Context: an optimization exercise on an open-source flow, tuned for small area. The choices shown serve that exercise and are no tape-out recipe. Function was checked by simulation only, so behaviour that the tests miss may differ from the original. Power is estimated from default activity; no workload was simulated.

===== design/flow/design.v =====
module TCAM_TOP (
        input                   CLK
       ,input                   RESET
       ,input                   SEARCH
       ,input                   SETTING
       ,input   [127:0]         KEY
       ,input   [15:0]          SETTING_ID
       ,input   [17:0]          SETTING_MASKID
       ,input   [15:0]          SETTING_PRIORITY
       ,output  [15:0]          RULEID
       ,output                  SETTING_COMPLETE
       ,output                  SEARCH_COMPLETE
       ,output                  MISMATCH
       ,input                   DDR3_AVL_INIT
       ,input   [255:0]         DDR3_AVL_READDATA
       ,input                   DDR3_AVL_WAITREQUEST
       ,input                   DDR3_AVL_READDATAVALID
       ,output                  DDR3_AVL_READ
       ,output                  DDR3_AVL_WRITE
       ,output  [18:0]          DDR3_AVL_ADDRESS
       ,output  [255:0]         DDR3_AVL_WRITEDATA
       ,output                  DDR3_AVL_BURSTCOUNT
       ,output                  DDR3_AVL_INITCOMPLETE
	);
    reg search_s1, setting_s1, search_s2, setting_s2;
    always @(posedge CLK or posedge RESET)
        if (RESET) begin
            search_s1 <= 0; setting_s1 <= 0; search_s2 <= 0; setting_s2 <= 0;
        end else begin
            search_s1 <= SEARCH;    setting_s1 <= SETTING;
            search_s2 <= search_s1; setting_s2 <= setting_s1;
        end
    localparam S_IDLE = 4'd0, S_SHIFT = 4'd1, S_RD1 = 4'd2, S_RD2 = 4'd3, S_READ = 4'd4,
               S_MODIFY = 4'd5, S_STWR = 4'd6, S_WRITE = 4'd7, S_COUNT = 4'd8;
    reg [3:0] sc_state;
    reg [2:0] frag_cnt;           
    reg       search_mode, setting_mode;
    reg       sc_read, sc_write;
    reg [1:0] mod_cnt;            
    wire      drv_wr, drv_rdv;    
    always @(posedge CLK or posedge RESET)
        if (RESET) begin
            frag_cnt <= 3'd0; search_mode <= 0; setting_mode <= 0; sc_state <= S_IDLE;
            sc_read <= 0; sc_write <= 0; mod_cnt <= 0;
        end else begin
            mod_cnt <= (sc_state == S_MODIFY) ? mod_cnt + 1'b1 : 2'd0;
            case (sc_state)
                S_IDLE: begin
                    sc_read <= 0; sc_write <= 0;
                    search_mode <= 0; setting_mode <= 0; frag_cnt <= 3'd0;
                    if (setting_s2)     begin setting_mode <= 1'b1; sc_state <= S_SHIFT; end
                    else if (search_s2) begin search_mode  <= 1'b1; sc_state <= S_SHIFT; end
                end
                S_SHIFT: sc_state <= S_RD1;
                S_RD1:   sc_state <= S_RD2;
                S_RD2:   sc_state <= S_READ;
                S_READ: begin
                    sc_read <= 1'b1;
                    if (drv_wr & !drv_rdv) sc_read <= 1'b0;
                    else if (drv_wr & drv_rdv & setting_mode) begin sc_read <= 1'b0; sc_state <= S_MODIFY; end
                    else if (drv_wr & drv_rdv & search_mode) begin sc_read <= 1'b0; sc_state <= S_COUNT; end
                end
                S_MODIFY: if (mod_cnt == 2'd3) sc_state <= S_STWR;
                S_STWR:  sc_state <= S_WRITE;
                S_WRITE: begin
                    sc_write <= 1'b1;
                    if (drv_wr) sc_state <= S_COUNT;
                end
                S_COUNT: begin
                    sc_read <= 1'b0; sc_write <= 1'b0;
                    if (frag_cnt != 3'd7) begin frag_cnt <= frag_cnt + 1'b1; sc_state <= S_SHIFT; end
                    else sc_state <= S_IDLE;
                end
                default: sc_state <= sc_state;
            endcase
        end
    wire sc_sdv = (sc_state == S_COUNT) & search_mode;
    wire seg_search_complete = ~search_mode & ~RESET;
    assign SETTING_COMPLETE  = ~setting_mode & ~RESET;
    wire [2:0] avs_idx = (sc_state == S_SHIFT || sc_state == S_RD1) ? frag_cnt - 1'b1 : frag_cnt;
    reg [15:0] key_frag;
    always @* begin
        case (avs_idx)
            3'd0: key_frag = KEY[ 15:  0];
            3'd1: key_frag = KEY[ 31: 16];
            3'd2: key_frag = KEY[ 47: 32];
            3'd3: key_frag = KEY[ 63: 48];
            3'd4: key_frag = KEY[ 79: 64];
            3'd5: key_frag = KEY[ 95: 80];
            3'd6: key_frag = KEY[111: 96];
            default: key_frag = KEY[127:112];
        endcase
    end
    localparam M_IDLE = 2'd0, M_INIT = 2'd1, M_READ = 2'd2, M_WRITE = 2'd3;
    reg         avs_init, avs_read, avs_write;
    always @(posedge CLK or posedge RESET)
        if (RESET) avs_init <= 0;
        else avs_init <= DDR3_AVL_INIT;
    always @(posedge CLK) begin avs_read <= sc_read; avs_write <= sc_write; end
    reg [1:0]   m_state;
    reg         init_complete;
    reg         st_wr, st_rdv;
    reg [3:0]   burst_cnt;
    reg [18:0]  m_addr;
    wire max_addr = &m_addr;
    always @(posedge CLK or posedge RESET)
        if (RESET) begin
            m_state <= M_IDLE; init_complete <= 0;
        end else begin
            case (m_state)
                M_IDLE: begin
                    if (avs_init) begin init_complete <= 0; m_state <= M_INIT; end
                    else if (avs_read) m_state <= M_READ;
                    else if (avs_write) m_state <= M_WRITE;
                end
                M_INIT: if (!DDR3_AVL_WAITREQUEST & max_addr & burst_cnt == 0) begin
                    init_complete <= 1; m_state <= M_IDLE;
                end
                M_READ: if (!DDR3_AVL_WAITREQUEST & DDR3_AVL_READDATAVALID) m_state <= M_IDLE;
                M_WRITE: if (!DDR3_AVL_WAITREQUEST) m_state <= M_IDLE;
            endcase
        end
    always @(posedge CLK) begin
        st_wr  <= (m_state != M_IDLE);
        st_rdv <= (m_state == M_IDLE) ? ~(~avs_init & avs_read)
                : (m_state == M_READ) ? (st_rdv | (~DDR3_AVL_WAITREQUEST & DDR3_AVL_READDATAVALID))
                : st_rdv;
    end
    wire addr_take = (m_state == M_IDLE) & ~avs_init & (avs_read | avs_write);
    wire addr_zero = (m_state == M_IDLE) & avs_init;
    wire addr_inc  = (m_state == M_INIT) & ~DDR3_AVL_WAITREQUEST & (burst_cnt == 4'd0) & ~max_addr;
    wire addr_hold = ~addr_take & ~addr_zero & ~addr_inc;
    wire [18:0] addr_next = m_addr + 1'b1;
    wire burst_inc  = (m_state == M_INIT) & (DDR3_AVL_WAITREQUEST | (burst_cnt != 4'd0));
    wire burst_hold = ~addr_zero & ~burst_inc;
    wire [3:0] burst_next = burst_cnt + 1'b1;
    always @(posedge CLK) begin
        m_addr    <= ({19{addr_take}} & {avs_idx, key_frag}) | ({19{addr_inc}} & addr_next)
                   | ({19{addr_hold}} & m_addr);
        burst_cnt <= ({4{burst_inc}} & burst_next) | ({4{burst_hold}} & burst_cnt);
    end
    assign drv_wr  = st_wr;
    assign drv_rdv = st_rdv;
    assign DDR3_AVL_BURSTCOUNT   = 1'b1;
    assign DDR3_AVL_WRITE        = (m_state == M_WRITE) | (m_state == M_INIT);
    assign DDR3_AVL_READ         = (m_state == M_READ);
    assign DDR3_AVL_ADDRESS      = m_addr;
    reg  [179:0] rdata;
    assign DDR3_AVL_WRITEDATA    = {76'd0, rdata[178], m_state[1], rdata[177:0]};
    assign DDR3_AVL_INITCOMPLETE = init_complete;
    wire take_init  = (m_state == M_IDLE) & avs_init;
    wire take_write = (m_state == M_IDLE) & ~avs_init & ~avs_read & avs_write;
    wire sel_mem    = DDR3_AVL_READDATAVALID;
    wire sel_rule   = ~DDR3_AVL_READDATAVALID & ~take_init & take_write & ~rdata[178];
    wire hold_hi    = ~DDR3_AVL_READDATAVALID & ~take_init;
    wire hold_lo    = hold_hi & ~sel_rule;
    wire [177:0] rule_bits = {SETTING_ID, SETTING_MASKID, KEY, SETTING_PRIORITY};
    always @(posedge CLK) begin
        rdata[179:178] <= ({2{sel_mem}} & DDR3_AVL_READDATA[179:178]) | ({2{hold_hi}} & rdata[179:178]);
        rdata[177:0]   <= ({178{sel_mem}} & DDR3_AVL_READDATA[177:0]) | ({178{sel_rule}} & rule_bits)
                        | ({178{hold_lo}} & rdata[177:0]);
    end
    reg         r_id_valid;
    reg [15:0]  r_id, r_prio;
    reg [17:0]  r_mask;
    reg [125:0] r_ckey;
    reg sdv_d, sdv_dd, sdv_d3, sdv_d4, sdv_d5, sdv_d6;
    reg mask_complete;    
    always @(posedge CLK or posedge RESET)
        if (RESET) r_id_valid <= 0;
        else if (sdv_dd) r_id_valid <= ~rdata[179] & rdata[178];
    always @(posedge CLK)
        if (sdv_dd) begin
            r_mask <= rdata[161:144];
            r_ckey <= rdata[141:16];
        end
    always @(posedge CLK)
        if (sdv_d6) begin
            r_id   <= rdata[177:162];
            r_prio <= rdata[15:0];
        end
    always @(posedge CLK) begin
        sdv_d <= sc_sdv; sdv_dd <= sdv_d; sdv_d3 <= sdv_dd; sdv_d4 <= sdv_d3; sdv_d5 <= sdv_d4; sdv_d6 <= sdv_d5;
        mask_complete <= seg_search_complete;
    end
    wire p_sdv      = sc_sdv & ~sdv_d;
    wire w_new_id   = p_sdv & r_id_valid;
    reg id_update;
    always @(posedge CLK) id_update <= w_new_id;
    wire [17:0] grp_ok;
    genvar gi;
    generate for (gi = 0; gi < 18; gi = gi + 1) begin : grp
        assign grp_ok[gi] = r_mask[gi] | (r_ckey[7*gi +: 7] == KEY[7*gi +: 7]);
    end endgenerate
    reg cf_complete;      
    always @(posedge CLK) cf_complete <= mask_complete;
    wire p_mc   = mask_complete & ~cf_complete;
    reg        first_mc;      
    wire [15:0] kf_bits = {key_frag[15:14] & {2{avs_idx != 3'd7}}, key_frag[13:0]};
    reg         key_zero;
    always @(posedge CLK)
        if (sc_state == S_SHIFT && frag_cnt == 3'd0) key_zero <= ~|kf_bits;
        else key_zero <= key_zero & ~|kf_bits;
    reg        iu_d, iu_d2, iu_d3, iu_d4, iu_d5;
    always @(posedge CLK) begin
        iu_d <= id_update; iu_d2 <= iu_d; iu_d3 <= iu_d2; iu_d4 <= iu_d3; iu_d5 <= iu_d4;
    end
    reg        c_match, c_match_d, cf_valid;
    always @(posedge CLK or posedge RESET)
        if (RESET) begin
            first_mc <= 1; c_match <= 1; c_match_d <= 0;
            cf_valid <= 0;
        end else begin
            c_match_d <= c_match;
            if (p_mc) begin
                first_mc <= 0;
                c_match <= first_mc | key_zero;
            end else if (id_update)
                c_match <= &grp_ok;
            cf_valid <= c_match_d;
        end
    reg cc_d;
    always @(posedge CLK) cc_d <= cf_complete;
    wire p_cc    = cf_complete & ~cc_d;
    wire       cand_load = cf_valid & ~cf_complete;
    reg        cand_new, cand_cmp, pcc_d;
    always @(posedge CLK) begin cand_new <= cand_load; cand_cmp <= cand_new; end
    reg [15:0] best_id, best_prio;
    reg        mismatch;
    always @(posedge CLK or posedge RESET)
        if (RESET) begin
            pcc_d <= 0;
            best_id <= 0; best_prio <= 0;
            mismatch <= 1;
        end else begin
            pcc_d    <= p_cc;
            if (pcc_d) begin best_id <= 0; best_prio <= 0; end
            else if (cand_cmp && (iu_d4 | iu_d5) && r_prio > best_prio) begin best_id <= r_id; best_prio <= r_prio; end
            if (p_cc) mismatch <= 1'b1;
            else if (cand_load) mismatch <= 1'b0;
        end
    assign RULEID          = best_id;
    assign MISMATCH        = mismatch;
    assign SEARCH_COMPLETE = pcc_d;
endmodule

===== design/flow/flow/run.sh =====
#!/bin/bash
# Standard ORFS layout (the standard.sh) with three changes that only
# affect cell choice, not the design or its constraints:
#  - synthesis maps logic with an area-oriented ABC script (flow/abc_area.script);
#    registers are untouched (ABC maps combinational logic only),
#  - ports are buffered with the smallest buffer (buf_1),
#  - CTS uses small clock buffers on small sink clusters, no dummy loads.
# Each tool writes its own log under orfs/logs; make's output is standard.log.
HERE=$(pwd)
{ head -n 1 synth_recipe.tcl
  echo "proc abc {args} { set i [lsearch \$args -script]; if {\$i >= 0} { lset args [expr {\$i + 1}] $HERE/flow/abc_area.script }; yosys abc {*}\$args }"
  tail -n +2 synth_recipe.tcl; } > synth_area.tcl
export BUFFER_PORTS_ARGS="-buffer_cell sky130_fd_sc_hd__buf_1"
export CTS_ARGS="-sink_clustering_enable -repair_clock_nets -dont_use_dummy_load -sink_clustering_size 8 -sink_clustering_max_diameter 40 -buf_list {sky130_fd_sc_hd__clkbuf_4 sky130_fd_sc_hd__clkbuf_8} -sink_clustering_buffer sky130_fd_sc_hd__clkbuf_4"
bash standard.sh SYNTH_SCRIPT=$HERE/synth_area.tcl finish > standard.log 2>&1

===== design/flow/config.mk =====
export PLATFORM = sky130hd
export DESIGN_NAME = TCAM_TOP
export DESIGN_NICKNAME = TCAM_TOP
export VERILOG_FILES = /design/flow/design.v
export SDC_FILE = /design/flow/constraint.sdc
export NUM_CORES = 4
export LEC_CHECK = 0
export CAP_MARGIN = 20
export CORE_MARGIN = 2
export CORE_UTILIZATION = 40
export SLEW_MARGIN = 20

===== design/flow/standard.sh =====
#!/bin/bash
# synth_recipe.tcl (not shown) runs the flow's synth.tcl, then flattens the netlist and writes it again
# the make line also repeats each setting of config.mk as NAME=value (left out here)
make -C /OpenROAD-flow-scripts/flow DESIGN_CONFIG=/design/flow/config.mk WORK_HOME=/design/flow/orfs CLKGATE_MAP_FILE= SYNTH_SCRIPT=/design/flow/synth_recipe.tcl "${@:-finish}"

===== design/flow/flow/abc_area.script =====
&get -n
&st
&dch -f
&nf -a -R 1000
&put

===== design/flow/constraint.sdc =====
create_clock -name core_clock -period 10.0 [get_ports {CLK}]
set_input_delay 2.0000 -clock core_clock [delete_from_list [all_inputs] [get_ports {CLK}]]
set_output_delay 2.0000 -clock core_clock [all_outputs]
set_load 0.01 [all_outputs]

==> results.txt <==
-- cell usage after synthesis, types with 2 or more instances --
| library cell | count | area, um2 |
|---|---|---|
| buf_4 | 257 | 1930 |
| dfxtp_1 | 224 | 4480 |
| clkinv_1 | 209 | 785 |
| a222oi_1 | 193 | 1930 |
| edfxtp_1 | 177 | 5320 |
| xnor2_1 | 81 | 709 |
| nor2_1 | 65 | 244 |
| xor2_1 | 59 | 517 |
| dfrtp_1 | 57 | 1430 |
| nand2_1 | 41 | 154 |
| a21oi_1 | 33 | 165 |
| a22o_1 | 27 | 236 |
| nand3_1 | 26 | 130 |
| a22oi_1 | 24 | 180 |
| ha_1 | 24 | 300 |
| nand4_1 | 24 | 150 |
| nor4_1 | 21 | 131 |
| o21ai_0 | 18 | 90.1 |
| mux2i_1 | 17 | 170 |
| nor3_1 | 15 | 75.1 |
| o22ai_1 | 13 | 81.3 |
| and3_1 | 9 | 56.3 |
| a221o_1 | 7 | 70.1 |
| a221oi_1 | 7 | 61.3 |
| nand2b_1 | 7 | 43.8 |
| nor2b_1 | 5 | 31.3 |
| a41oi_1 | 4 | 35.0 |
| o221ai_1 | 4 | 35.0 |
| a31oi_1 | 3 | 18.8 |
| and2_0 | 3 | 18.8 |
| dfstp_2 | 3 | 78.8 |
| mux2_1 | 3 | 33.8 |
| a21o_1 | 2 | 15.0 |
| conb_1 | 2 | 7.51 |
| o21bai_1 | 2 | 15.0 |
| or4_1 | 2 | 15.0 |
-- per-stage QoR --
stage               TNS (ns)  std cells
floorplan            -313.12       1756
global placement           0       2772
detailed placement         0       2772
CTS                        0       2850
global route               0       2855
finish                     0       2858
-- flip-flops by register name (all words and copies together) (netlist names), 2 cells and up --
register and count:
best_id 16, best_prio 16, burst_cnt 4, frag_cnt 3
m_addr 19, m_state 2, mod_cnt 2, r_ckey 126
r_id 16, r_mask 18, r_prio 16, rdata 180
sc_state 4
-- worst reg2reg max path, cell delays in order (launching register included) --
cell	delay, ns
dfrtp_1	0.47
nor2_1	0.31
nand2_1	0.16
xnor2_1	0.64
nand2b_1	0.25
nor2_2	0.15
buf_4	0.23
a222oi_1	0.87
and3_1	0.33
nand4_1	0.17
nor4_1	0.20
-- worst min path at each step --
stage | end | cells past startpoint
final | iu_d3 | 0
after global placement | sdv_d4 | 0
after CTS | iu_d3 | 0
after global routing | sdv_d4 | 0
after detailed placement | sdv_d4 | 0
after floorplan | cand_cmp | 0
-- cell families after synthesis --
logic type	share of synthesized area [%]
AND/OR/NAND/NOR	5.50
AO/OA/AOI/OAI	15.1
XOR/XNOR	6.18
other	0.0378
flip-flops	57.0
multiplexers	1.03
adder cells (fa/ha/maj)	1.51
buffers and inverters	13.7
-- layer usage --
metal | vias up | GRT usage, %
met3 | 102 | 6.60
li1 | 7022 | -
met5 | - | 0
met2 | 888 | 42.5
met1 | 7508 | 32.4
met4 | 6 | 7.45
-- power by group through the flow --
stage / logic (uW) / registers, uW / clock network, uW
3_5_place_dp: 1670 / 2490 / 0
5_1_grt: 1800 / 2480 / 1140
2_1_floorplan: 1080 / 2440 / 0
6_report: 1660 / 2450 / 1030
4_1_cts: 1680 / 2450 / 1070
3_3_place_gp: 1640 / 2480 / 0
-- layout make-up --
| cell class | count | area [um2] | area share, % |
|---|---|---|---|
| clock buffer | 78 | 642 | 2.90 |
| sequential | 461 | 11300 | 51.1 |
| antenna | 8 | 20.0 | 0.0905 |
| multi-input combinational | 828 | 6150 | 27.8 |
| inverter | 209 | 785 | 3.55 |
| tap | 664 | 831 | 3.76 |
| timing repair buffer | 610 | 2390 | 10.8 |
==> reports/qor.txt <==
critical path's most frequent cell: nor4_1
Starting Density: 40.5%
Final setup viols: 0
Critical Path End: c_match
Routed WL: 67.7 mm
Worst-path clk slew: 0.09 ns
P&R area growth vs syn: 11.5%
WS Path Type: in -> reg
Filler cells: 4764
worst-path fanout max: 3
vias in the first global route: 14800
GPL Wtd Cong: 0.864
Util after Layout: 45.2%
Placement Rows: 81
Final ANT Viol Nets: 0
Num CTS Buffers: 78
total global routing overflow: 0
Worst Hold Launch: iu_d2
H-tree levels: 3
maxcap violations: 0
nature of the critical path startpoint: primary input
ys flop type: dfxtp_1
Async SR Flop Fraction: 13.0%
Metal-1 WL: 26.9 mm
critical-path cell list: buf_1, xnor2_1, nand4_1, nor4_1, o22ai_1, or4_1, nor4_1, o32a_1
Placed Area: 21500 um2
Final Hold Fails: 0
met3 wire length: 6.38 mm
synthesized area: 19800 um2
Design Power: 5150 uW
Total GRT Usage: 25.5%
clock power share: 20.0%
Setup WS pre-CTS: 4.78 ns
Synth Area per Inst: 11.8 um2
CTS tree: built
Longest Clk Path Bufs: 3
met2 wire len: 32.9 mm
launch point of the worst reg-to-reg path: sc_state[3]
Switch Pwr: 1980 uW
NumNets Final: 2653
Final Max Slew Viols: 0
most common library cell in the layout ignoring fill and taps: buf_1
CTS Root Cell: clkbuf_8
EDFF count, synth: 177
fraction of layout instances using a drive strength above 1: 5.54%
Detailed Route Iter0 Violations: 2004
Worst-Margin Slew: 1.14 ns
design area: 22100 um2
vias per cell: 5.43
worst reg2reg path depth: 10
full die area: 51400 um2
RSZ-0062 raised after global routing: false
Worst Setup SP: KEY[120]
Clock Latency Late Sink: 0.64 ns
Required @ worst endpoint: 10.54 ns
Top Layer Used: met5
Lkg Pwr: 0.00780 uW
Seq pwr share: 47.7%
Seq/Total Area, Yosys: 57.0%
Routed WL per cell: 23.7 um
Yosys warning count: 1
initial antenna violation count: 16
Final Critical Period: 4.48 ns
Comb pwr share: 32.3%
status: timing/DRC/antenna clean
first-pass GRT wire length: 94.6 mm
PwrDens: 233 nW/um2
slowest CP cell: nor4_1
Hold Crit Class: reg -> reg
Post-Synthesis Cells: 1681
P_int: 3160 uW
Ports: 739
worst r2r dst: key_zero
Netlist cell types: 49
Worst setup EP type: flop
Post-CTS Setup Inserts: 0
DR pass1 iterations: 9
Slew headroom: 24.2%
CP Depth: 8
Final Cycle Share: 44.8%
clock skew: 0.0827 ns
CP Data Arrival Time: 5.02 ns
reg2reg setup slack: 6.16 ns
synthesized flop and latch total: 461
commonest cells after routing, fill and taps aside: buf_1 (584), dfxtp_1 (223), clkinv_1 (208)
Buf+Inv Stages, Crit Path: 1
Port Buffer Count: 585
sw frac: 38.5%
core area: 49000 um2
Remaining DRCs: 0
largest net degree at the start of global routing: 97
vias: 15500
TritonCTS Sinks: 461
maximum vdd drop: 123 uV
Post-CTS Resized: 0
die height: 227 um
Hold WS: 0.313 ns
Fmax: 223 MHz
Final WS setup: 5.52 ns
cts hold-fix bufs: 0
Critical Path Max Stage Delay: 0.69 ns
CP delay by family, top: simple AND/OR/NAND/NOR gates
die width: 227 um
DP HPWL: 51.5 mm

separate check: timing with driven ports:
The flow's constraints put no driver on any port. The routed layout listed below was extracted and timed again, unchanged, in two steps.
Step 1 sets driving cells, clkbuf_16 on the clock port and buf_2 on the other inputs (assumed; they add their load-dependent delay and slew).
Step 2, shift: input delay + t, output delay - t, t = (earliest + latest rising clock arrival at the registers) / 2. This alone moves slack from input paths to output paths.
a / b / c = no drivers / after step 1 / after step 2; a / b = the first two.
shift t [ns]: 0.661
setup slack, ns: 5.520 / 5.538 / 4.891
worst hold slack (ns): 0.313 / 0.313 / 0.313
clock arrival spread, ns: 0.088 / 0.087
cell pins on the clock port's net: 1
After both steps this run still meets setup and hold. The setup slack of this run moves by +0.018 ns with the drivers and by -0.629 ns with both steps.
